Background: an optimization exercise with open tools, aiming at small area and a short achievable clock period. Do not read the settings as production practice. Power and IR drop assume default switching activity.

// router
module router #(
    parameter AXIS_DATA_WIDTH = 40,
    parameter ID_WIDTH = 4,
    parameter CHANNEL_NUMBER = 5,
    parameter BUFFER_LENGTH = 8,
    parameter MAX_ROUTERS_X = 4,
    parameter MAX_ROUTERS_X_WIDTH
    = $clog2(MAX_ROUTERS_X),
    parameter MAX_ROUTERS_Y = 4,
    parameter MAX_ROUTERS_Y_WIDTH
    = $clog2(MAX_ROUTERS_Y),
    parameter ROUTER_X = 1,
    parameter ROUTER_Y = 2,
    parameter STRB_WIDTH = AXIS_DATA_WIDTH/8
)(
    input  clk_i, rst_n_i,
    input  logic [CHANNEL_NUMBER*AXIS_DATA_WIDTH-1:0] in_tdata_i,
    input  logic [CHANNEL_NUMBER*STRB_WIDTH-1:0]      in_tstrb_i,
    input  logic [CHANNEL_NUMBER*STRB_WIDTH-1:0]      in_tkeep_i,
    input  logic [CHANNEL_NUMBER-1:0]                 in_tlast_i,
    input  logic [CHANNEL_NUMBER*ID_WIDTH-1:0]        in_tid_i,
    input  logic [CHANNEL_NUMBER-1:0]                 in_tvalid_i,
    output logic [CHANNEL_NUMBER-1:0]                 in_tready_o,
    output logic [CHANNEL_NUMBER*AXIS_DATA_WIDTH-1:0] out_tdata_o,
    output logic [CHANNEL_NUMBER*STRB_WIDTH-1:0]      out_tstrb_o,
  ...
For scale: roughly 6,000 cells after synthesis, ~570 I/O pins, roughly 0.096 mm² of cells after synthesis.
clock: 7.5 ns
lec_check: 0
abc_clock_period_in_ps: 3000
cap_margin: 20
core_margin: 2
core_utilization: 60
cts_buf_list: sky130_fd_sc_hd__clkbuf_8 sky130_fd_sc_hd__clkbuf_16
cts_cluster_diameter: 70
cts_cluster_size: 25
place_density: 0.7
setup_slack_margin: 4.3
slew_margin: 20
standard.sh (not shown) runs the stock make flow with config.mk's settings and CLKGATE_MAP_FILE= SYNTH_SCRIPT=/design/flow/synth_recipe.tcl, a recipe that flattens the netlist after the stock synthesis.
==> flow/flow/run.sh <==
#!/bin/bash
# The standard layout, with plain buffers (rather than the delay cells
# buffer_ports picks by itself) as the port buffers.
set -uo pipefail
export BUFFER_PORTS_ARGS="-buffer_cell sky130_fd_sc_hd__buf_2"
bash standard.sh > standard.log 2>&1
The starting point finished with timing, DRC and antenna clean.
Then changed:
--- a/flow/design.v
+++ b/flow/design.v
@@ -18,26 +18,24 @@
     output logic                  single_o       
 );
     localparam MEM_LEN = FIFO_LEN - 1;
     localparam CW = $clog2(FIFO_LEN + 1);
     logic [DATA_WIDTH-1:0] head;
     logic [DATA_WIDTH-1:0] mem [MEM_LEN];
     logic [MEM_LEN-1:0]    rptr, wptr;
     logic [CW-1:0]         count;
-    logic                  head_valid, full_q;
+    logic                  head_valid, not_full;
     logic push, pop, c1, ld_mem, wr_mem;
     logic [DATA_WIDTH-1:0] mem_rd, mem_rd2, mem_key;
     logic [MEM_LEN-1:0]    rptr_inc;
-    logic [MEM_LEN-1:0]    rptr_q;       
-    assign rptr = rptr_q ^ MEM_LEN'(1);
     assign data_o  = head;
     assign valid_o = head_valid;
-    assign ready_o = !full_q;
-    assign push   = valid_i & (count != FIFO_LEN);
+    assign ready_o = not_full;
+    assign push   = valid_i & not_full;
     assign pop    = ready_i;
     assign c1     = (count == 1);
     assign ld_mem = pop & !c1;
     assign wr_mem = push & head_valid & !(pop & c1);
     always_comb begin
         mem_rd = '0;
         for (int k = 0; k < MEM_LEN; k++)
             mem_rd = mem_rd | ({DATA_WIDTH{rptr[k]}} & mem[k]);
@@ -64,33 +62,33 @@
     end
     always_ff @(posedge ACLK) begin
         for (int k = 0; k < MEM_LEN; k++)
             if (push && wptr[k])
                 mem[k] <= data_i;
     end
     always_ff @(posedge ACLK or negedge ARESETn) begin
         if (!ARESETn) begin
-            rptr_q     <= '0;
+            rptr       <= 1;
             wptr       <= 1;
             count      <= '0;
             head_valid <= 1'b0;
-            full_q     <= 1'b0;
+            not_full   <= 1'b1;
         end else begin
             if (ld_mem)
-                rptr_q <= rptr_inc ^ MEM_LEN'(1);
+                rptr <= rptr_inc;
             if (wr_mem)
                 wptr <= {wptr[MEM_LEN-2:0], wptr[MEM_LEN-1]};
             head_valid <= valid_next_o;
             if (push && !pop) begin
                 count    <= count + 1'b1;
-                full_q   <= (count == FIFO_LEN - 1);
+                not_full <= (count != FIFO_LEN - 1);
             end else if (pop && !push) begin
                 count    <= count - 1'b1;
-                full_q   <= 1'b0;
+                not_full <= 1'b1;
             end
         end
     end
 endmodule
 module algorithm_selector_XY #(
     parameter MAX_ROUTERS_X = 4,
     parameter MAX_ROUTERS_X_WIDTH
     = $clog2(MAX_ROUTERS_X),
@@ -140,32 +138,33 @@
     output logic                        header_o,
     output logic [CHANNEL_NUMBER-1:0]   ctrl_o,
     output logic                        valid_next_o,    
     output logic                        header_next_o,
     output logic [CHANNEL_NUMBER-1:0]   ctrl_next_o
 );
     localparam CN = CHANNEL_NUMBER;
     logic [7:0]    left [CN];
+    logic [CN-1:0] left_one;            
     logic [CN-1:0] stored [CN];
     logic [CN-1:0] rr_grant;
     logic          last_one, other, to_other, stay_pop;
     logic          g_valid, g_single, g_push, g_hdr, g_hdr_in, g_hdr_mem;
     logic [CN-1:0] g_port, g_port_in, g_port_mem, g_stored;
     logic          n_hdr;
     logic [CN-1:0] n_port, n_stored;
     always_comb begin
         last_one  = 1'b0;
         g_valid   = 1'b0; g_single  = 1'b0; g_push    = 1'b0;
         g_hdr     = 1'b0; g_hdr_in  = 1'b0; g_hdr_mem = 1'b0;
         g_port    = '0;   g_port_in = '0;   g_port_mem = '0; g_stored = '0;
         n_hdr     = 1'b0; n_port    = '0;   n_stored  = '0;
         for (int c = 0; c < CN; c++) begin
             if (grant_o[c]) begin
-                last_one   = last_one | (left[c] == 8'd1);
+                last_one   = last_one | left_one[c];
                 g_valid    = g_valid    | valid_i[c];
                 g_single   = g_single   | single_i[c];
                 g_push     = g_push     | push_i[c];
                 g_hdr      = g_hdr      | header_i[c];
                 g_hdr_in   = g_hdr_in   | header_in_i[c];
                 g_hdr_mem  = g_hdr_mem  | header_mem_i[c];
                 g_port     = g_port     | port_i[c*CN +: CN];
                 g_port_in  = g_port_in  | port_in_i[c*CN +: CN];
@@ -190,18 +189,16 @@
             if (grant_o[g])
                 rr_grant = rr_grant | pick;
         end
     end
     assign other        = |(valid_i & ~grant_o);
     assign to_other     = other & (!take_i | last_one);
     assign stay_pop     = take_i & !to_other;
     assign grant_next_o = to_other ? rr_grant : grant_o;
-    logic [CN-1:0] grant_q;
-    assign grant_o = grant_q ^ CN'(1);
     logic [CN-1:0] g_stored_next;
     assign g_stored_next = (valid_o && header_o) ? g_port : g_stored;
     logic          p_valid, p_hdr;       
     logic [CN-1:0] p_port;
     logic          s_valid, s_hdr;       
     logic [CN-1:0] s_port;
     always_comb begin
         if (g_single) begin
@@ -233,36 +230,40 @@
         end else begin
             valid_next_o  = s_valid;
             header_next_o = s_hdr;
             ctrl_next_o   = s_port;
         end
     end
     always_ff @(posedge clk_i or negedge rst_n_i) begin
         if (!rst_n_i) begin
-            grant_q  <= '0;
+            grant_o  <= 1;
             valid_o  <= 1'b0;
             header_o <= 1'b0;
             ctrl_o   <= '0;
             for (int c = 0; c < CN; c++) begin
                 left[c]   <= '0;
                 stored[c] <= RESET_PORT;
+                left_one[c] <= 1'b0;
             end
         end else begin
-            grant_q  <= grant_next_o ^ CN'(1);
+            grant_o  <= grant_next_o;
             valid_o  <= valid_next_o;
             header_o <= header_next_o;
             ctrl_o   <= ctrl_next_o;
             for (int c = 0; c < CN; c++) begin
                 if (grant_o[c]) begin
                     stored[c] <= g_stored_next;
-                    if (valid_o && header_o)
-                        left[c] <= count_i;
-                    else if (take_i)
-                        left[c] <= left[c] - 8'd1;
+                    if (valid_o && header_o) begin
+                        left[c]     <= count_i;
+                        left_one[c] <= (count_i == 8'd1);
+                    end else if (take_i) begin
+                        left[c]     <= left[c] - 8'd1;
+                        left_one[c] <= (left[c] == 8'd2);
+                    end
                 end
             end
         end
     end
 endmodule
 module algorithm #(
     parameter CHANNEL_NUMBER = 5
 ) (
Effect: The changed run went through all stages and came out clean; power is lower by about 50%; clock power rises by about 2%; core utilization rises by 0.49 points; via count grows by 0.45%; wire length rose by 3.3%; register-to-register slack is worse by 0.70 ns; sequential cell count grows by 5; worst setup slack got worse by 0.61 ns; sequential share of layout area fell by 0.37 points; final cell count is about the same; critical path depth fell by 4; clock skew is lower by 0.0062 ns; sequential power came out lower by 18%; maximum frequency goes down by about 15%.
No functional check of the RTL was part of any run of this note.

## static timing again, ports no longer ideal
The flow's constraints put no driver on any port. The routed layouts listed below were extracted and timed again, unchanged, in two steps. Step 1 (the two cells are an assumption about what drives the block):
set clk [get_ports {clk_i}]
set_driving_cell -lib_cell sky130_fd_sc_hd__clkbuf_16 $clk
set_driving_cell -lib_cell sky130_fd_sc_hd__buf_2 [delete_from_list [all_inputs] $clk]
Step 2, shift: input delay + t, output delay - t, t = (earliest + latest rising clock arrival at the registers) / 2. This alone moves slack from input paths to output paths. Three values: ideal ports, drivers, drivers and shift; two values: the first two.
run	shift t [ns]	slack for setup (ns)	clock arrival spread, ns	slew at the worst register clock pin (ns)	worst slew at a driven data input, ns
the first run	0.877	4.101 / 4.120 / 3.243	0.044 / 0.044	0.11 / 0.11	0.31
the second run	0.883	3.494 / 3.494 / 2.758	0.039 / 0.039	0.10 / 0.10	0.26
After both steps every run listed still meets setup and hold. For the first run, which loses most, drivers alone change the setup slack by +0.019 ns; drivers and shift together by -0.858 ns.
